This design comes from an exercise in tuning for small area, a short achievable clock period and few clock cycles per item on the open sky130 flow, not from production work.
Function was checked by simulation only, so behaviour that the tests miss may differ from the original.
No activity file was given, so power comes from the tool's default toggle rates.

==> flow/design.v, too long to show whole: its modules and the start of the top module <==
// module fully_connected_core: 842 lines
// module fc_fa: 4 lines
// module fc_ctlout: 23 lines
// module fc_rdreg: 6 lines
// module fc_areg: 12 lines
// module fc_mreg: 9 lines
// module data_mover_bram: 330 lines
module data_mover_bram
#(
	parameter CNT_BIT = 31,
	parameter DWIDTH = 32,
	parameter AWIDTH = 12,
	parameter MEM_SIZE = 3481,
	parameter IN_DATA_WITDH = 32  
)
(
    input 				clk,
    input 				reset_n,
	input 				i_run,
	input  [CNT_BIT-1:0]	i_num_cnt,
	output   			o_idle,
	output   			o_read,
	output   			o_write,
	output  			o_done,
	output[AWIDTH-1:0] 	addr_b0,
	output 				ce_b0,
	output 				we_b0,
	input [DWIDTH-1:0]  q_b0,
	output[DWIDTH-1:0] 	d_b0,
	output[AWIDTH-1:0] 	addr_b1,
	output 				ce_b1,
	output 				we_b1,
	input [DWIDTH-1:0]  q_b1,
	output[DWIDTH-1:0] 	d_b1,
	output[AWIDTH-1:0] 	addr_b2,
	output 				ce_b2,
	output 				we_b2,
	input [DWIDTH-1:0]  q_b2,
	output[DWIDTH-1:0] 	d_b2,
	output[AWIDTH-1:0] 	addr_b3,
	output 				ce_b3,
	output 				we_b3,
	input [DWIDTH-1:0]  q_b3,
	output[DWIDTH-1:0] 	d_b3,
	output[AWIDTH-1:0] 	addr_b4,
	output 				ce_b4,
	output 				we_b4,
	input [DWIDTH-1:0]  q_b4,
	output[DWIDTH-1:0] 	d_b4,
	output[AWIDTH-1:0] 	addr_b5,
	output 				ce_b5,
	output 				we_b5,
	input [DWIDTH-1:0]  q_b5,
	output[DWIDTH-1:0] 	d_b5,
	output[AWIDTH-1:0] 	addr_b6,
	output 				ce_b6,
	output 				we_b6,
	input [DWIDTH-1:0]  q_b6,
	output[DWIDTH-1:0] 	d_b6,
	output[AWIDTH-1:0] 	addr_b7,
	output 				ce_b7,
	output 				we_b7,
	input [DWIDTH-1:0]  q_b7,
	output[DWIDTH-1:0] 	d_b7,
	output[AWIDTH-1:0] 	addr_b8,
	output 				ce_b8,
	output 				we_b8,
	input [DWIDTH-1:0]  q_b8,
	output[DWIDTH-1:0] 	d_b8,
	output[AWIDTH-1:0] 	addr_b9,
	output 				ce_b9,
	output 				we_b9,
	input [DWIDTH-1:0]  q_b9,
	output[DWIDTH-1:0] 	d_b9,
	output[AWIDTH-1:0] 	addr_b10,
	output 				ce_b10,
	output 				we_b10,
	input [DWIDTH-1:0]  q_b10,
	output[DWIDTH-1:0] 	d_b10,
	output[AWIDTH-1:0] 	addr_b11,
	output 				ce_b11,
	output 				we_b11,
	input [DWIDTH-1:0]  q_b11,
	output[DWIDTH-1:0] 	d_b11,
	output[AWIDTH-1:0] 	addr_b12,
	output 				ce_b12,
	output 				we_b12,
	input [DWIDTH-1:0]  q_b12,
	output[DWIDTH-1:0] 	d_b12,
	output[AWIDTH-1:0] 	addr_b13,
	output 				ce_b13,
	output 				we_b13,
	input [DWIDTH-1:0]  q_b13,
	output[DWIDTH-1:0] 	d_b13,
	output[AWIDTH-1:0] 	addr_b14,
	output 				ce_b14,
	output 				we_b14,
	input [DWIDTH-1:0]  q_b14,
	output[DWIDTH-1:0] 	d_b14,
	output[AWIDTH-1:0] 	addr_b15,
	output 				ce_b15,
	output 				we_b15,
	input [DWIDTH-1:0]  q_b15,
	output[DWIDTH-1:0] 	d_b15,
	output[AWIDTH-1:0] 	addr_b16,
	output 				ce_b16,
	output 				we_b16,
	input [DWIDTH-1:0]  q_b16,
	output[DWIDTH-1:0] 	d_b16,
	output[DWIDTH-1:0]  result_0,
	output[DWIDTH-1:0]  result_1,
	output[DWIDTH-1:0]  result_2,
	output[DWIDTH-1:0]  result_3,
	output[DWIDTH-1:0]  result_4,
	output[DWIDTH-1:0]  result_5,
	output[DWIDTH-1:0]  result_6,
	output[DWIDTH-1:0]  result_7,
	output[DWIDTH-1:0]  result_8,
	output[DWIDTH-1:0]  result_9,
	output[DWIDTH-1:0]  result_10,
	output[DWIDTH-1:0]  result_11,
	output[DWIDTH-1:0]  result_12,
	output[DWIDTH-1:0]  result_13,
	output[DWIDTH-1:0]  result_14,
	output[DWIDTH-1:0]  result_15
    );
  // ...
==> flow/flow/run.sh <==
#!/bin/bash
# Layout flow: the standard ORFS flow (standard.sh, with the standard synthesis), with
# these changes to how the layout is made:
#   - the port buffers that placement inserts start as buf_1 cells (the resizer sizes up
#     the ones on timing paths), not the delay cells it picks by default;
#   - antenna repair after detailed routing may take more rounds.
# ORFS writes each step's full log under orfs/logs/; make's own output goes to make.log.
set -euo pipefail
export BUFFER_PORTS_ARGS="-buffer_cell sky130_fd_sc_hd__buf_1"
export SETUP_SLACK_MARGIN=6.3
export MAX_REPAIR_ANTENNAS_ITER_DRT=15
bash standard.sh finish > make.log 2>&1
==> flow/standard.sh <==
#!/bin/bash
# synth_recipe.tcl (not shown) runs the flow's synth.tcl, then flattens the netlist and writes it again
# the make line also repeats each setting of config.mk as NAME=value (left out here)
make -C /OpenROAD-flow-scripts/flow DESIGN_CONFIG=/design/flow/config.mk WORK_HOME=/design/flow/orfs CLKGATE_MAP_FILE= SYNTH_SCRIPT=/design/flow/synth_recipe.tcl "${@:-finish}"
==> flow/config.mk <==
export PLATFORM = sky130hd
export DESIGN_NAME = data_mover_bram
export DESIGN_NICKNAME = data_mover_bram
export VERILOG_FILES = /design/flow/design.v
export SDC_FILE = /design/flow/constraint.sdc
export NUM_CORES = 8
export LEC_CHECK = 0
export CAP_MARGIN = 20
export CORE_MARGIN = 2
export CORE_UTILIZATION = 50
export CTS_CLUSTER_DIAMETER = 80
export CTS_CLUSTER_SIZE = 24
export SLEW_MARGIN = 20
export SYNTH_HIERARCHICAL = 1
==> flow/constraint.sdc <==
create_clock -name core_clock -period 10.0 [get_ports {clk}]
set_input_delay 2.0000 -clock core_clock [delete_from_list [all_inputs] [get_ports {clk}]]
set_output_delay 2.0000 -clock core_clock [all_outputs]
set_load 0.01 [all_outputs]
==> impl_metrics.csv, run 1 <==
group,metric,value,unit
logic_synthesis,synth_common_cells,"xnor2_1, dfxtp_1, a22o_1",
grt,grt_pass1_vias,193900,
detailed_routing,met3_length,118300,um
placed_design,gp_congestion,0.9665,
floorplanning,die_width,718.7,um
finish,clk_share,2.890,%
power,irDropWorstVdd,0.8010,mV
logic_synthesis,synthMuxAreaShare,0.04360,%
finish,area_delta_synth_final,7.204,%
logic_synthesis,synth-adder-area-share,23.50,%
sta,whs,0.3584,ns
sta,tightest_slew,1.083,ns
outcome,status,"finished clean",
finish,regArea,70090,sq um
power,pg_comb,84.5,mW
finish,sh_seq_area,25.60,%
logic_synthesis,ys_seq_elements,3459,
clock_tree,clock_latency,1.07,ns
grt,overflow,0,
logic_synthesis,yosys_warnings,12,
worst_setup_path,critical_path_arrival,1.73,ns
sta,setup_viol,0,
logic_synthesis,avgSynthCellArea,10.63,sq um
floorplanning,core,509100,sq um
detailed_routing,wl_per_cell,31.37,um
worst_setup_path,cp-startpoint,"u_ctlout.o_idle$_DFF_PN1_",
clock_tree,cts_max_level,4,
detailed_routing,vias,202500,
min_path,hold_path_startpoint,"lst[2]$_DFF_PN0_",
worst_setup_path,worstRegToRegCells,8,
finish,multiInputGateArea,173400,sq um
Testbench counts, summed over its fixed seeds: cycles 51,412, items 50,068.
==> run 2: changes to the inputs <==
--- a/flow/design.v
+++ b/flow/design.v
@@ -428,136 +428,148 @@
 fc_fa u_t113 (.a(p3_22), .b(p4_22), .c(p5_22), .s(t113), .co(t114));
 wire t115, t116;
 fc_fa u_t115 (.a(p6_22), .b(p7_22), .c(t100), .s(t115), .co(t116));
 wire t117, t118;
 fc_fa u_t117 (.a(t102), .b(t104), .c(t111), .s(t117), .co(t118));
 wire t119, t120;
 fc_fa u_t119 (.a(t113), .b(t106), .c(t115), .s(t119), .co(t120));
 wire t121, t122;
-fc_fa u_t121 (.a(p0_23), .b(p1_23), .c(p2_23), .s(t121), .co(t122));
+fc_fa u_t121 (.a(t117), .b(t108), .c(t119), .s(t121), .co(t122));
 wire t123, t124;
-fc_fa u_t123 (.a(p3_23), .b(p4_23), .c(p5_23), .s(t123), .co(t124));
+fc_fa u_t123 (.a(p0_23), .b(p1_23), .c(p2_23), .s(t123), .co(t124));
 wire t125, t126;
-fc_fa u_t125 (.a(p6_23), .b(p7_23), .c(t112), .s(t125), .co(t126));
+fc_fa u_t125 (.a(p3_23), .b(p4_23), .c(p5_23), .s(t125), .co(t126));
 wire t127, t128;
-fc_fa u_t127 (.a(t114), .b(t121), .c(t123), .s(t127), .co(t128));
+fc_fa u_t127 (.a(p6_23), .b(p7_23), .c(t112), .s(t127), .co(t128));
 wire t129, t130;
-fc_fa u_t129 (.a(t116), .b(t118), .c(t125), .s(t129), .co(t130));
+fc_fa u_t129 (.a(t114), .b(t123), .c(t125), .s(t129), .co(t130));
 wire t131, t132;
-fc_fa u_t131 (.a(n8), .b(p0_24), .c(p1_24), .s(t131), .co(t132));
+fc_fa u_t131 (.a(t116), .b(t118), .c(t127), .s(t131), .co(t132));
 wire t133, t134;
-fc_fa u_t133 (.a(p2_24), .b(p3_24), .c(p4_24), .s(t133), .co(t134));
+fc_fa u_t133 (.a(t129), .b(t120), .c(t131), .s(t133), .co(t134));
 wire t135, t136;
-fc_fa u_t135 (.a(p5_24), .b(p6_24), .c(p7_24), .s(t135), .co(t136));
+fc_fa u_t135 (.a(n8), .b(p0_24), .c(p1_24), .s(t135), .co(t136));
 wire t137, t138;
-fc_fa u_t137 (.a(p8_24), .b(t122), .c(t124), .s(t137), .co(t138));
+fc_fa u_t137 (.a(p2_24), .b(p3_24), .c(p4_24), .s(t137), .co(t138));
 wire t139, t140;
-fc_fa u_t139 (.a(t131), .b(t133), .c(t135), .s(t139), .co(t140));
+fc_fa u_t139 (.a(p5_24), .b(p6_24), .c(p7_24), .s(t139), .co(t140));
 wire t141, t142;
-fc_fa u_t141 (.a(t126), .b(t128), .c(t137), .s(t141), .co(t142));
+fc_fa u_t141 (.a(p8_24), .b(t124), .c(t126), .s(t141), .co(t142));
 wire t143, t144;
-fc_fa u_t143 (.a(p0_25), .b(p1_25), .c(p2_25), .s(t143), .co(t144));
+fc_fa u_t143 (.a(t135), .b(t137), .c(t139), .s(t143), .co(t144));
 wire t145, t146;
-fc_fa u_t145 (.a(p3_25), .b(p4_25), .c(p5_25), .s(t145), .co(t146));
+fc_fa u_t145 (.a(t128), .b(t130), .c(t141), .s(t145), .co(t146));
 wire t147, t148;
-fc_fa u_t147 (.a(p6_25), .b(p7_25), .c(p8_25), .s(t147), .co(t148));
+fc_fa u_t147 (.a(t143), .b(t132), .c(t145), .s(t147), .co(t148));
 wire t149, t150;
-fc_fa u_t149 (.a(t132), .b(t134), .c(t136), .s(t149), .co(t150));
+fc_fa u_t149 (.a(p0_25), .b(p1_25), .c(p2_25), .s(t149), .co(t150));
 wire t151, t152;
-fc_fa u_t151 (.a(t143), .b(t145), .c(t147), .s(t151), .co(t152));
+fc_fa u_t151 (.a(p3_25), .b(p4_25), .c(p5_25), .s(t151), .co(t152));
 wire t153, t154;
-fc_fa u_t153 (.a(t138), .b(t140), .c(t149), .s(t153), .co(t154));
+fc_fa u_t153 (.a(p6_25), .b(p7_25), .c(p8_25), .s(t153), .co(t154));
 wire t155, t156;
-fc_fa u_t155 (.a(p0_26), .b(p1_26), .c(p2_26), .s(t155), .co(t156));
+fc_fa u_t155 (.a(t136), .b(t138), .c(t140), .s(t155), .co(t156));
 wire t157, t158;
-fc_fa u_t157 (.a(p3_26), .b(p4_26), .c(p5_26), .s(t157), .co(t158));
+fc_fa u_t157 (.a(t149), .b(t151), .c(t153), .s(t157), .co(t158));
 wire t159, t160;
-fc_fa u_t159 (.a(p6_26), .b(p7_26), .c(p8_26), .s(t159), .co(t160));
+fc_fa u_t159 (.a(t142), .b(t144), .c(t155), .s(t159), .co(t160));
 wire t161, t162;
-fc_fa u_t161 (.a(t144), .b(t146), .c(t148), .s(t161), .co(t162));
+fc_fa u_t161 (.a(t157), .b(t146), .c(t159), .s(t161), .co(t162));
 wire t163, t164;
-fc_fa u_t163 (.a(t155), .b(t157), .c(t159), .s(t163), .co(t164));
+fc_fa u_t163 (.a(p0_26), .b(p1_26), .c(p2_26), .s(t163), .co(t164));
 wire t165, t166;
-fc_fa u_t165 (.a(t150), .b(t152), .c(t161), .s(t165), .co(t166));
+fc_fa u_t165 (.a(p3_26), .b(p4_26), .c(p5_26), .s(t165), .co(t166));
 wire t167, t168;
-fc_fa u_t167 (.a(n9), .b(p0_27), .c(p1_27), .s(t167), .co(t168));
+fc_fa u_t167 (.a(p6_26), .b(p7_26), .c(p8_26), .s(t167), .co(t168));
 wire t169, t170;
-fc_fa u_t169 (.a(p2_27), .b(p3_27), .c(p4_27), .s(t169), .co(t170));
+fc_fa u_t169 (.a(t150), .b(t152), .c(t154), .s(t169), .co(t170));
 wire t171, t172;
-fc_fa u_t171 (.a(p5_27), .b(p6_27), .c(p7_27), .s(t171), .co(t172));
+fc_fa u_t171 (.a(t163), .b(t165), .c(t167), .s(t171), .co(t172));
 wire t173, t174;
-fc_fa u_t173 (.a(p8_27), .b(p9_27), .c(t156), .s(t173), .co(t174));
+fc_fa u_t173 (.a(t156), .b(t158), .c(t169), .s(t173), .co(t174));
 wire t175, t176;
-fc_fa u_t175 (.a(t158), .b(t160), .c(t167), .s(t175), .co(t176));
+fc_fa u_t175 (.a(t171), .b(t160), .c(t173), .s(t175), .co(t176));
 wire t177, t178;
-fc_fa u_t177 (.a(t169), .b(t171), .c(t162), .s(t177), .co(t178));
+fc_fa u_t177 (.a(n9), .b(p0_27), .c(p1_27), .s(t177), .co(t178));
 wire t179, t180;
-fc_fa u_t179 (.a(t164), .b(t173), .c(t175), .s(t179), .co(t180));
+fc_fa u_t179 (.a(p2_27), .b(p3_27), .c(p4_27), .s(t179), .co(t180));
 wire t181, t182;
-fc_fa u_t181 (.a(p0_28), .b(p1_28), .c(p2_28), .s(t181), .co(t182));
+fc_fa u_t181 (.a(p5_27), .b(p6_27), .c(p7_27), .s(t181), .co(t182));
 wire t183, t184;
-fc_fa u_t183 (.a(p3_28), .b(p4_28), .c(p5_28), .s(t183), .co(t184));
+fc_fa u_t183 (.a(p8_27), .b(p9_27), .c(t164), .s(t183), .co(t184));
 wire t185, t186;
-fc_fa u_t185 (.a(p6_28), .b(p7_28), .c(p8_28), .s(t185), .co(t186));
+fc_fa u_t185 (.a(t166), .b(t168), .c(t177), .s(t185), .co(t186));
 wire t187, t188;
-fc_fa u_t187 (.a(p9_28), .b(t168), .c(t170), .s(t187), .co(t188));
+fc_fa u_t187 (.a(t179), .b(t181), .c(t170), .s(t187), .co(t188));
 wire t189, t190;
-fc_fa u_t189 (.a(t172), .b(t181), .c(t183), .s(t189), .co(t190));
+fc_fa u_t189 (.a(t172), .b(t183), .c(t185), .s(t189), .co(t190));
 wire t191, t192;
-fc_fa u_t191 (.a(t185), .b(t174), .c(t176), .s(t191), .co(t192));
+fc_fa u_t191 (.a(t174), .b(t187), .c(t189), .s(t191), .co(t192));
 wire t193, t194;
-fc_fa u_t193 (.a(t187), .b(t189), .c(t178), .s(t193), .co(t194));
+fc_fa u_t193 (.a(p0_28), .b(p1_28), .c(p2_28), .s(t193), .co(t194));
 wire t195, t196;
-fc_fa u_t195 (.a(p0_29), .b(p1_29), .c(p2_29), .s(t195), .co(t196));
+fc_fa u_t195 (.a(p3_28), .b(p4_28), .c(p5_28), .s(t195), .co(t196));
 wire t197, t198;
-fc_fa u_t197 (.a(p3_29), .b(p4_29), .c(p5_29), .s(t197), .co(t198));
+fc_fa u_t197 (.a(p6_28), .b(p7_28), .c(p8_28), .s(t197), .co(t198));
 wire t199, t200;
-fc_fa u_t199 (.a(p6_29), .b(p7_29), .c(p8_29), .s(t199), .co(t200));
+fc_fa u_t199 (.a(p9_28), .b(t178), .c(t180), .s(t199), .co(t200));
 wire t201, t202;
-fc_fa u_t201 (.a(p9_29), .b(t182), .c(t184), .s(t201), .co(t202));
+fc_fa u_t201 (.a(t182), .b(t193), .c(t195), .s(t201), .co(t202));
 wire t203, t204;
-fc_fa u_t203 (.a(t186), .b(t195), .c(t197), .s(t203), .co(t204));
+fc_fa u_t203 (.a(t197), .b(t184), .c(t186), .s(t203), .co(t204));
 wire t205, t206;
-fc_fa u_t205 (.a(t199), .b(t188), .c(t190), .s(t205), .co(t206));
+fc_fa u_t205 (.a(t199), .b(t201), .c(t188), .s(t205), .co(t206));
 wire t207, t208;
-fc_fa u_t207 (.a(t201), .b(t203), .c(t192), .s(t207), .co(t208));
+fc_fa u_t207 (.a(p0_29), .b(p1_29), .c(p2_29), .s(t207), .co(t208));
 wire t209, t210;
-fc_fa u_t209 (.a(n10), .b(p0_30), .c(p10_30), .s(t209), .co(t210));
+fc_fa u_t209 (.a(p3_29), .b(p4_29), .c(p5_29), .s(t209), .co(t210));
 wire t211, t212;
-fc_fa u_t211 (.a(p1_30), .b(p2_30), .c(p3_30), .s(t211), .co(t212));
+fc_fa u_t211 (.a(p6_29), .b(p7_29), .c(p8_29), .s(t211), .co(t212));
 wire t213, t214;
-fc_fa u_t213 (.a(p4_30), .b(p5_30), .c(p6_30), .s(t213), .co(t214));
+fc_fa u_t213 (.a(p9_29), .b(t194), .c(t196), .s(t213), .co(t214));
 wire t215, t216;
-fc_fa u_t215 (.a(p7_30), .b(p8_30), .c(p9_30), .s(t215), .co(t216));
+fc_fa u_t215 (.a(t198), .b(t207), .c(t209), .s(t215), .co(t216));
 wire t217, t218;
-fc_fa u_t217 (.a(t196), .b(t198), .c(t200), .s(t217), .co(t218));
+fc_fa u_t217 (.a(t211), .b(t200), .c(t202), .s(t217), .co(t218));
 wire t219, t220;
-fc_fa u_t219 (.a(t209), .b(t211), .c(t213), .s(t219), .co(t220));
+fc_fa u_t219 (.a(t213), .b(t215), .c(t204), .s(t219), .co(t220));
 wire t221, t222;
-fc_fa u_t221 (.a(t215), .b(t202), .c(t204), .s(t221), .co(t222));
+fc_fa u_t221 (.a(n10), .b(p0_30), .c(p10_30), .s(t221), .co(t222));
 wire t223, t224;
-fc_fa u_t223 (.a(t217), .b(t219), .c(t206), .s(t223), .co(t224));
-wire t225 = p0_31 ^ p10_31;
-wire t226 = p1_31 ^ p2_31;
-wire t227 = p3_31 ^ p4_31;
-wire t228 = p5_31 ^ p6_31;
-wire t229 = p7_31 ^ p8_31;
-wire t230 = p9_31 ^ t225;
-wire t231 = t226 ^ t227;
-wire t232 = t228 ^ t229;
-wire t233 = t230 ^ t231;
-wire t234 = t232 ^ t210;
-wire t235 = t212 ^ t214;
-wire t236 = t216 ^ t233;
-wire t237 = t234 ^ t235;
-wire t238 = t236 ^ t237;
-wire t239 = t218 ^ t220;
-wire t240 = t238 ^ t239;
-wire t241 = t240 ^ t222;
+fc_fa u_t223 (.a(p1_30), .b(p2_30), .c(p3_30), .s(t223), .co(t224));
+wire t225, t226;
+fc_fa u_t225 (.a(p4_30), .b(p5_30), .c(p6_30), .s(t225), .co(t226));
+wire t227, t228;
+fc_fa u_t227 (.a(p7_30), .b(p8_30), .c(p9_30), .s(t227), .co(t228));
+wire t229, t230;
+fc_fa u_t229 (.a(t208), .b(t210), .c(t212), .s(t229), .co(t230));
+wire t231, t232;
+fc_fa u_t231 (.a(t221), .b(t223), .c(t225), .s(t231), .co(t232));
+wire t233, t234;
+fc_fa u_t233 (.a(t227), .b(t214), .c(t216), .s(t233), .co(t234));
+wire t235, t236;
+fc_fa u_t235 (.a(t229), .b(t231), .c(t218), .s(t235), .co(t236));
+wire t237 = p0_31 ^ p10_31;
+wire t238 = p1_31 ^ p2_31;
+wire t239 = p3_31 ^ p4_31;
+wire t240 = p5_31 ^ p6_31;
+wire t241 = p7_31 ^ p8_31;
+wire t242 = p9_31 ^ t237;
+wire t243 = t238 ^ t239;
+wire t244 = t240 ^ t241;
+wire t245 = t242 ^ t243;
+wire t246 = t244 ^ t222;
+wire t247 = t224 ^ t226;
+wire t248 = t228 ^ t245;
+wire t249 = t246 ^ t247;
+wire t250 = t248 ^ t249;
+wire t251 = t230 ^ t232;
+wire t252 = t250 ^ t251;
+wire t253 = t252 ^ t234;
 reg [31:0] r0_r;
 always @(posedge clk) begin
     r0_r[0] <= n0;
     r0_r[1] <= p0_1;
     r0_r[2] <= p0_2;
     r0_r[3] <= t1;
     r0_r[4] <= t3;
     r0_r[5] <= t5;
@@ -572,26 +584,26 @@
     r0_r[14] <= t38;
     r0_r[15] <= t44;
     r0_r[16] <= t52;
     r0_r[17] <= t60;
     r0_r[18] <= t68;
     r0_r[19] <= t78;
     r0_r[20] <= t88;
     r0_r[21] <= t98;
-    r0_r[22] <= t117;
-    r0_r[23] <= t127;
-    r0_r[24] <= t139;
-    r0_r[25] <= t151;
-    r0_r[26] <= t163;
-    r0_r[27] <= t166;
-    r0_r[28] <= t180;
-    r0_r[29] <= t205;
-    r0_r[30] <= t221;
-    r0_r[31] <= t241;
+    r0_r[22] <= t110;
+    r0_r[23] <= t122;
+    r0_r[24] <= t134;
+    r0_r[25] <= t148;
+    r0_r[26] <= t162;
+    r0_r[27] <= t176;
+    r0_r[28] <= t190;
+    r0_r[29] <= t217;
+    r0_r[30] <= t233;
+    r0_r[31] <= t253;
 end
 reg [31:0] r1_r;
 always @(posedge clk) begin
     r1_r[0] <= p0_0;
     r1_r[1] <= 1'b0;
     r1_r[2] <= 1'b0;
     r1_r[3] <= 1'b0;
     r1_r[4] <= 1'b0;
@@ -607,26 +619,26 @@
     r1_r[14] <= t43;
     r1_r[15] <= t51;
     r1_r[16] <= t59;
     r1_r[17] <= t67;
     r1_r[18] <= t77;
     r1_r[19] <= t87;
     r1_r[20] <= t97;
     r1_r[21] <= t109;
-    r1_r[22] <= t108;
-    r1_r[23] <= t120;
-    r1_r[24] <= t130;
-    r1_r[25] <= t142;
-    r1_r[26] <= t154;
-    r1_r[27] <= t177;
-    r1_r[28] <= t191;
-    r1_r[29] <= t194;
-    r1_r[30] <= t208;
-    r1_r[31] <= t224;
+    r1_r[22] <= t121;
+    r1_r[23] <= t133;
+    r1_r[24] <= t147;
+    r1_r[25] <= t161;
+    r1_r[26] <= t175;
+    r1_r[27] <= t191;
+    r1_r[28] <= t203;
+    r1_r[29] <= t206;
+    r1_r[30] <= t220;
+    r1_r[31] <= t236;
 end
 reg [31:0] r2_r;
 always @(posedge clk) begin
     r2_r[0] <= 1'b0;
     r2_r[1] <= 1'b0;
     r2_r[2] <= 1'b0;
     r2_r[3] <= 1'b0;
     r2_r[4] <= 1'b0;
@@ -642,25 +654,25 @@
     r2_r[14] <= 1'b0;
     r2_r[15] <= 1'b0;
     r2_r[16] <= 1'b0;
     r2_r[17] <= 1'b0;
     r2_r[18] <= 1'b0;
     r2_r[19] <= 1'b0;
     r2_r[20] <= 1'b0;
     r2_r[21] <= 1'b0;
-    r2_r[22] <= t119;
-    r2_r[23] <= t129;
-    r2_r[24] <= t141;
-    r2_r[25] <= t153;
-    r2_r[26] <= t165;
-    r2_r[27] <= t179;
-    r2_r[28] <= t193;
-    r2_r[29] <= t207;
-    r2_r[30] <= t223;
+    r2_r[22] <= 1'b0;
+    r2_r[23] <= 1'b0;
+    r2_r[24] <= 1'b0;
+    r2_r[25] <= 1'b0;
+    r2_r[26] <= 1'b0;
+    r2_r[27] <= 1'b0;
+    r2_r[28] <= t205;
+    r2_r[29] <= t219;
+    r2_r[30] <= t235;
     r2_r[31] <= 1'b0;
 end
 reg [31:0] r3_r;
 always @(posedge clk) begin
     r3_r[0] <= 1'b0;
     r3_r[1] <= 1'b0;
     r3_r[2] <= 1'b0;
     r3_r[3] <= 1'b0;
@@ -677,23 +689,23 @@
     r3_r[14] <= 1'b0;
     r3_r[15] <= 1'b0;
     r3_r[16] <= 1'b0;
     r3_r[17] <= 1'b0;
     r3_r[18] <= 1'b0;
     r3_r[19] <= 1'b0;
     r3_r[20] <= 1'b0;
     r3_r[21] <= 1'b0;
-    r3_r[22] <= t110;
+    r3_r[22] <= 1'b0;
     r3_r[23] <= 1'b0;
     r3_r[24] <= 1'b0;
     r3_r[25] <= 1'b0;
     r3_r[26] <= 1'b0;
     r3_r[27] <= 1'b0;
-    r3_r[28] <= 1'b0;
+    r3_r[28] <= t192;
     r3_r[29] <= 1'b0;
     r3_r[30] <= 1'b0;
     r3_r[31] <= 1'b0;
 end
 reg  [31:0] acc;
 reg         i_clr;             
 always @(posedge clk) begin
     i_clr  <= i_clr_pre;
@@ -769,75 +781,63 @@
 fc_fa u_a67 (.a(r0_r[20]), .b(r1_r[20]), .c(acc_in[20]), .s(a67), .co(a68));
 wire a69 = a64 ^ a67;
 wire a70 = a64 & a67;
 wire a71, a72;
 fc_fa u_a71 (.a(r0_r[21]), .b(r1_r[21]), .c(acc_in[21]), .s(a71), .co(a72));
 wire a73 = a68 ^ a71;
 wire a74 = a68 & a71;
 wire a75, a76;
-fc_fa u_a75 (.a(r0_r[22]), .b(r1_r[22]), .c(r2_r[22]), .s(a75), .co(a76));
-wire a77, a78;
-fc_fa u_a77 (.a(r3_r[22]), .b(a75), .c(acc_in[22]), .s(a77), .co(a78));
-wire a79 = a72 ^ a77;
-wire a80 = a72 & a77;
-wire a81, a82;
-fc_fa u_a81 (.a(r0_r[23]), .b(r1_r[23]), .c(r2_r[23]), .s(a81), .co(a82));
+fc_fa u_a75 (.a(r0_r[22]), .b(r1_r[22]), .c(acc_in[22]), .s(a75), .co(a76));
+wire a77 = a72 ^ a75;
+wire a78 = a72 & a75;
+wire a79, a80;
+fc_fa u_a79 (.a(r0_r[23]), .b(r1_r[23]), .c(acc_in[23]), .s(a79), .co(a80));
+wire a81 = a76 ^ a79;
+wire a82 = a76 & a79;
 wire a83, a84;
-fc_fa u_a83 (.a(a76), .b(a81), .c(acc_in[23]), .s(a83), .co(a84));
-wire a85 = a78 ^ a83;
-wire a86 = a78 & a83;
+fc_fa u_a83 (.a(r0_r[24]), .b(r1_r[24]), .c(acc_in[24]), .s(a83), .co(a84));
+wire a85 = a80 ^ a83;
+wire a86 = a80 & a83;
 wire a87, a88;
-fc_fa u_a87 (.a(r0_r[24]), .b(r1_r[24]), .c(r2_r[24]), .s(a87), .co(a88));
-wire a89, a90;
-fc_fa u_a89 (.a(a82), .b(a87), .c(acc_in[24]), .s(a89), .co(a90));
-wire a91 = a84 ^ a89;
-wire a92 = a84 & a89;
-wire a93, a94;
-fc_fa u_a93 (.a(r0_r[25]), .b(r1_r[25]), .c(r2_r[25]), .s(a93), .co(a94));
+fc_fa u_a87 (.a(r0_r[25]), .b(r1_r[25]), .c(acc_in[25]), .s(a87), .co(a88));
+wire a89 = a84 ^ a87;
+wire a90 = a84 & a87;
+wire a91, a92;
+fc_fa u_a91 (.a(r0_r[26]), .b(r1_r[26]), .c(acc_in[26]), .s(a91), .co(a92));
+wire a93 = a88 ^ a91;
+wire a94 = a88 & a91;
 wire a95, a96;
-fc_fa u_a95 (.a(a88), .b(a93), .c(acc_in[25]), .s(a95), .co(a96));
-wire a97 = a90 ^ a95;
-wire a98 = a90 & a95;
+fc_fa u_a95 (.a(r0_r[27]), .b(r1_r[27]), .c(acc_in[27]), .s(a95), .co(a96));
+wire a97 = a92 ^ a95;
+wire a98 = a92 & a95;
 wire a99, a100;
-fc_fa u_a99 (.a(r0_r[26]), .b(r1_r[26]), .c(r2_r[26]), .s(a99), .co(a100));
+fc_fa u_a99 (.a(r0_r[28]), .b(r1_r[28]), .c(r2_r[28]), .s(a99), .co(a100));
 wire a101, a102;
-fc_fa u_a101 (.a(a94), .b(a99), .c(acc_in[26]), .s(a101), .co(a102));
+fc_fa u_a101 (.a(r3_r[28]), .b(a99), .c(acc_in[28]), .s(a101), .co(a102));
 wire a103 = a96 ^ a101;
 wire a104 = a96 & a101;
 wire a105, a106;
-fc_fa u_a105 (.a(r0_r[27]), .b(r1_r[27]), .c(r2_r[27]), .s(a105), .co(a106));
+fc_fa u_a105 (.a(r0_r[29]), .b(r1_r[29]), .c(r2_r[29]), .s(a105), .co(a106));
 wire a107, a108;
-fc_fa u_a107 (.a(a100), .b(a105), .c(acc_in[27]), .s(a107), .co(a108));
+fc_fa u_a107 (.a(a100), .b(a105), .c(acc_in[29]), .s(a107), .co(a108));
 wire a109 = a102 ^ a107;
 wire a110 = a102 & a107;
 wire a111, a112;
-fc_fa u_a111 (.a(r0_r[28]), .b(r1_r[28]), .c(r2_r[28]), .s(a111), .co(a112));
+fc_fa u_a111 (.a(r0_r[30]), .b(r1_r[30]), .c(r2_r[30]), .s(a111), .co(a112));
 wire a113, a114;
-fc_fa u_a113 (.a(a106), .b(a111), .c(acc_in[28]), .s(a113), .co(a114));
+fc_fa u_a113 (.a(a106), .b(a111), .c(acc_in[30]), .s(a113), .co(a114));
 wire a115 = a108 ^ a113;
 wire a116 = a108 & a113;
-wire a117, a118;
-fc_fa u_a117 (.a(r0_r[29]), .b(r1_r[29]), .c(r2_r[29]), .s(a117), .co(a118));
-wire a119, a120;
-fc_fa u_a119 (.a(a112), .b(a117), .c(acc_in[29]), .s(a119), .co(a120));
-wire a121 = a114 ^ a119;
-wire a122 = a114 & a119;
-wire a123, a124;
-fc_fa u_a123 (.a(r0_r[30]), .b(r1_r[30]), .c(r2_r[30]), .s(a123), .co(a124));
-wire a125, a126;
-fc_fa u_a125 (.a(a118), .b(a123), .c(acc_in[30]), .s(a125), .co(a126));
-wire a127 = a120 ^ a125;
-wire a128 = a120 & a125;
-wire a129 = r0_r[31] ^ r1_r[31];
-wire a130 = a129 ^ a124;
-wire a131 = a130 ^ acc_in[31];
-wire a132 = a131 ^ a126;
-wire [31:0] acc_x = {a132, a122, a116, a110, a104, a98, a92, a86, a80, a74, a70, a66, a62, a58, a54, a50, a46, a42, a38, a34, a30, a26, a23, a18, a14, a12, a10, a8, acc_in[3], a5, a3, a1};
-wire [31:0] acc_y = {a128, a127, a121, a115, a109, a103, a97, a91, a85, a79, a73, a69, a65, a61, a57, a53, a49, a45, a41, a37, a33, a29, a25, a21, a17, a13, a11, a9, a7, acc_in[2], acc_in[1], acc_in[0]};
+wire a117 = r0_r[31] ^ r1_r[31];
+wire a118 = a117 ^ a112;
+wire a119 = a118 ^ acc_in[31];
+wire a120 = a119 ^ a114;
+wire [31:0] acc_x = {a120, a110, a104, a98, a94, a90, a86, a82, a78, a74, a70, a66, a62, a58, a54, a50, a46, a42, a38, a34, a30, a26, a23, a18, a14, a12, a10, a8, acc_in[3], a5, a3, a1};
+wire [31:0] acc_y = {a116, a115, a109, a103, a97, a93, a89, a85, a81, a77, a73, a69, a65, a61, a57, a53, a49, a45, a41, a37, a33, a29, a25, a21, a17, a13, a11, a9, a7, acc_in[2], acc_in[1], acc_in[0]};
 reg         acc_c;
 wire        acc_c_in = acc_c & ~i_clr;
 always @(posedge clk) begin
     {acc_c, acc[15:0]} <= acc_x[15:0] + acc_y[15:0];
     acc[31:16] <= acc_x[31:16] + acc_y[31:16] + acc_c_in;
 end
 assign o_result = acc;
 endmodule
==> run 2 against run 1 <==
Effect of this change:
- first-iteration DRC count shrank 1.7%
- hold slack better by 0.0030 ns
- cell count shrank 0.57%
- clock skew fell by 0.020 ns
- still clean
- critical path depth rose by 10
==> impl_metrics.csv, run 2 <==
group,metric,value,unit
outcome,status,"finished clean",
worst_setup_path,worstPathRequired,10.90,ns
logic_synthesis,avgSynthCellArea,10.59,sq um
detailed_routing,vias_per_cell,6.641,
logic_synthesis,synth_common_cells,"xnor2_1, dfxtp_1, a22o_1",
sta,clock_skew,0.07510,ns
detailed_routing,post-route-drc-count,0,
sta,slew_headroom,26.76,%
power,p_seq_share,20.6,%
logic_synthesis,synth_top_area_share,26.41,%
power,switching_share,46.84,%
grt,antenna_found_initial,271,
detailed_routing,drtIter0Drc,24660,
floorplanning,die_width,716.0,um
clock_tree,path_clk_slew,0.09,ns
sta,setup_viol,0,
clock_tree,clock_latency,1.04,ns
logic_synthesis,synth_xor_area_share,14.38,%
floorplanning,ios,1876,
power,p_int,59.00,mW
detailed_routing,drt_wl_total,980700,um
logic_synthesis,synth_cell_types,74,
power,irDropWorstVdd,0.5264,mV
floorplanning,initial_core_util,50.18,%
sta,rsz0062_at_grt,"true",
logic_synthesis,synth-adder-area-share,23.68,%
power,power_density,409.0,nW/um^2
worst_setup_path,cp-end-kind,"flip-flop",
floorplanning,core.rowCount,261,
logic_synthesis,synth_top_family_by_area,"adder cells",
placed_design,io_buffers,1295,
finish,area_delta_synth_final,7.041,%
logic_synthesis,yosys_warnings,12,
worst_setup_path,start_kind,"flip-flop",
logic_synthesis,synth-main-ff-cell,"dfxtp_1",
sta,tns,0,ns
power,comb_power_share,70.0,%
placed_design,dp_hpwl,690800,um
sta,fmax,266.8,MHz
floorplanning,dieHeight,716.0,um
clock_tree,hold_buffers,0,
logic_synthesis,ys_seq_area_share,26.60,%
sta,finalCritPeriodShare,37.48,%
logic_synthesis,synth_compound_area_share,22.88,%
logic_synthesis,synthMuxAreaShare,0.04393,%
detailed_routing,vias,203700,
logic_synthesis,synth_area_leader_cell,"dfxtp_1",
logic_synthesis,synthArstFlopShare,0.5650,%
grt,grt_max_degree,48,
finish,fillCellCount,44880,
finish,layout_commonest_cell,"xnor2_1",
sta,maxSlewViolCount,0,
logic_synthesis,synth_cells,23930,
clock_tree,tritoncts,"done",
power,p_sw,51.98,mW
clock_tree,cts_max_level,4,
clock_tree,cts_buffers,223,
sta,hold_viol,0,
detailed_routing,ant_nets,0,
finish,layout_common_cells,"xnor2_1, dfxtp_1, a22o_1",
placed_design,gp_congestion,0.9765,
grt,met3_usage,9.608,%
min_path,hold_path_class,"flip-flop to flip-flop",
power,power,111.0,mW
power,power.static_leakage,100.7,nW
grt,met2_usage,55.74,%
logic_synthesis,yosysMostFrequentCell,"xnor2_1",
worst_setup_path,critical_path_arrival,4.64,ns
clock_tree,cts.sinks,3363,
sta,tightest_slew,1.097,ns
finish,nets,27490,
detailed_routing,wl_per_cell,31.98,um
logic_synthesis,synth.area.top_cells,"dfxtp_1, fa_1, xnor2_1, a22o_1, a221oi_1",
grt,grt_pass1_vias,194500,
sta,fin_crit,3.748,ns
logic_synthesis,ys_seq_elements,3363,
placed_design,place_area,259300,sq um
worst_setup_path,critPathMaxFanout,12,
floorplanning,core,505200,sq um
clock_tree,clock-root-buffer,"clkbuf_16",
grt,met1_usage,44.58,%
grt,grt_pass1_wl,1397000,um
job,maxCapViolCount,0,
logic_synthesis,yosys.area_share.simple,5.860,%
clock_tree,clockBufferDepth,4,
finish,drive_gt1_share,10.25,%
logic_synthesis,synth-edff-count,0,
grt,grt.total_usage,36.71,%
grt,grt-busiest-layer,"met2",
grt,overflow,0,
detailed_routing,dr.pass1.iters,9,
worst_setup_path,crit_type,"flip-flop to flip-flop",
logic_synthesis,netlist_area,253500,sq um
floorplanning,die_area,512700,sq um
power,clkPwrFrac,9.4,%
finish,design_area,271300,sq um
-- run 2: what timing repair did --
| item | in CTS | in global routing |
|---|---|---|
| gates cloned | 2 | 7 |
| setup buffers | 36 | 13 |
| pin swaps | 21 | 75 |
| gates resized for setup | 526 | 510 |
| setup endpoints to repair | 425 | 133 |
| endpoints found under the hold margin | 0 | 0 |
-- run 2: kinds of logic (layout without fill, tap and decap cells) --
logic type | count (synthesis) | after routing
adder cells (fa/ha/maj) | 3376 | 3376
AND/OR/NAND/NOR | 2643 | 2643
flip-flops | 3363 | 3363
multiplexers | 11 | 11
AO/OA/AOI/OAI | 6899 | 6899
other | 17 | 840
XOR/XNOR | 4135 | 4135
buffers and inverters | 3490 | 2695
-- run 2: metal layers --
| layer | wire length [um] | up-vias |
|---|---|---|
| met5 | 431 | - |
| met4 | 85260 | 68 |
| li1 | - | 85650 |
| met2 | 434600 | 13430 |
| met1 | 358300 | 101300 |
| met3 | 102200 | 3210 |
-- run 2: Yosys stat by module (local to each module, per instance) --
module / flip-flops and latches / cells / area [sq um]
fc_ctlout: 16 / 16 / 341.6
fc_mreg: 32 / 32 / 640.6
data_mover_bram: 58 / 1045 / 8527
fc_fa: 0 / 1 / 20.02
fc_rdreg: 1 / 1 / 25.02
fully_connected_core: 183 / 1262 / 11930
fc_areg: 13 / 13 / 260.2
-- run 2: cell type report --
type | count | area (sq um) | area share [%]
Inverter | 188 | 705.7 | 0.2601
Clock buffer | 250 | 5793 | 2.135
Tap cell | 6706 | 8391 | 3.092
Sequential cell | 3363 | 68140 | 25.11
Timing Repair Buffer | 2114 | 12150 | 4.478
Multi-Input combinational cell | 17640 | 173400 | 63.90
Antenna cell | 263 | 658.1 | 0.2426
Clock inverter | 143 | 2105 | 0.7756
-- run 2: per-stage QoR --
step	hold slack [ns]	cells	util, %	setup WS [ns]
after CTS	0.3592	30390	53.16	6.179
after global routing	0.3681	30520	53.64	6.214
final	0.3614	30670	53.71	6.252
after global placement	0.3330	29950	51.31	4.926
after detailed placement	0.3355	29950	51.32	5.424
after floorplan	0.3258	24490	-	6.315
-- run 2: final timing paths --
check                           slack [ns]                       from  depth (start not counted)                         to
max in group asynchronous             8.77                    reset_n                          2          st_idle$_DFF_PN1_
worst max register to register        6.25  u_mreg_3.o_m3[15]$_DFF_P_                         11  u_lane_6.r0_r[31]$_DFF_P_
worst max-delay path                  6.25  u_mreg_3.o_m3[15]$_DFF_P_                         11  u_lane_6.r0_r[31]$_DFF_P_
min in group asynchronous             0.93                    reset_n                          2           fst[0]$_DFF_PN0_
worst min-delay path                  0.36           lst[2]$_DFF_PN0_                          0           lst[3]$_DFF_PN0_
worst min register to register        0.36           lst[2]$_DFF_PN0_                          0           lst[3]$_DFF_PN0_
-- run 2: power groups by stage --
stage | registers (mW) | clock network (mW) | logic, mW
after floorplan | 21.7 | 0 | 55.6
after global placement | 22.9 | 0 | 74.6
after detailed placement | 23.0 | 0 | 75.5
after CTS | 22.7 | 10.7 | 76.6
after global routing | 23.2 | 11.1 | 86.6
final | 22.8 | 10.5 | 77.7
-- run 2: critical path, cell delays in order, from the launching register on --
cell	delay, ns
dfxtp_1	1.05
a22o_1	0.27
a221oi_1	0.06
xnor2_1	0.28
fa_1	0.49
fa_1	0.39
xor2_1	0.16
xnor2_1	0.21
xnor2_1	0.17
xnor2_1	0.16
xnor2_1	0.10
xnor2_1	0.28
Testbench counts of run 2, summed over its fixed seeds: cycles 51,412, items 50,068.

==> static timing again, ports no longer ideal <==
In the flow no input, the clock included, has a driving cell. The finished layouts below were timed again as built, in two steps. Step 1 (the two cells are an assumption about what drives the block):
set clk [get_ports {clk}]
set_driving_cell -lib_cell sky130_fd_sc_hd__clkbuf_16 $clk
set_driving_cell -lib_cell sky130_fd_sc_hd__buf_2 [delete_from_list [all_inputs] $clk]
Step 2 adds t to the input delays and takes it off the output delays; t is the mean of the earliest and latest rising clock arrival at the registers after step 1. Input paths then give back, and output paths get back, about the clock's delay inside the block. a / b / c = ideal / step 1 / step 2; a / b = the first two.
run	t (ns)	setup WS [ns]	hold WS [ns]	latest minus earliest clock arrival (ns)
run 1	1.152	6.267 / 6.134 / 5.703	0.358 / 0.358 / 0.358	0.098 / 0.098
run 2	1.139	6.252 / 6.113 / 5.798	0.361 / 0.361 / 0.361	0.089 / 0.089
After both steps every run listed still meets setup and hold. For run 1, which loses most, drivers alone change the setup slack by -0.133 ns; drivers and shift together by -0.564 ns.
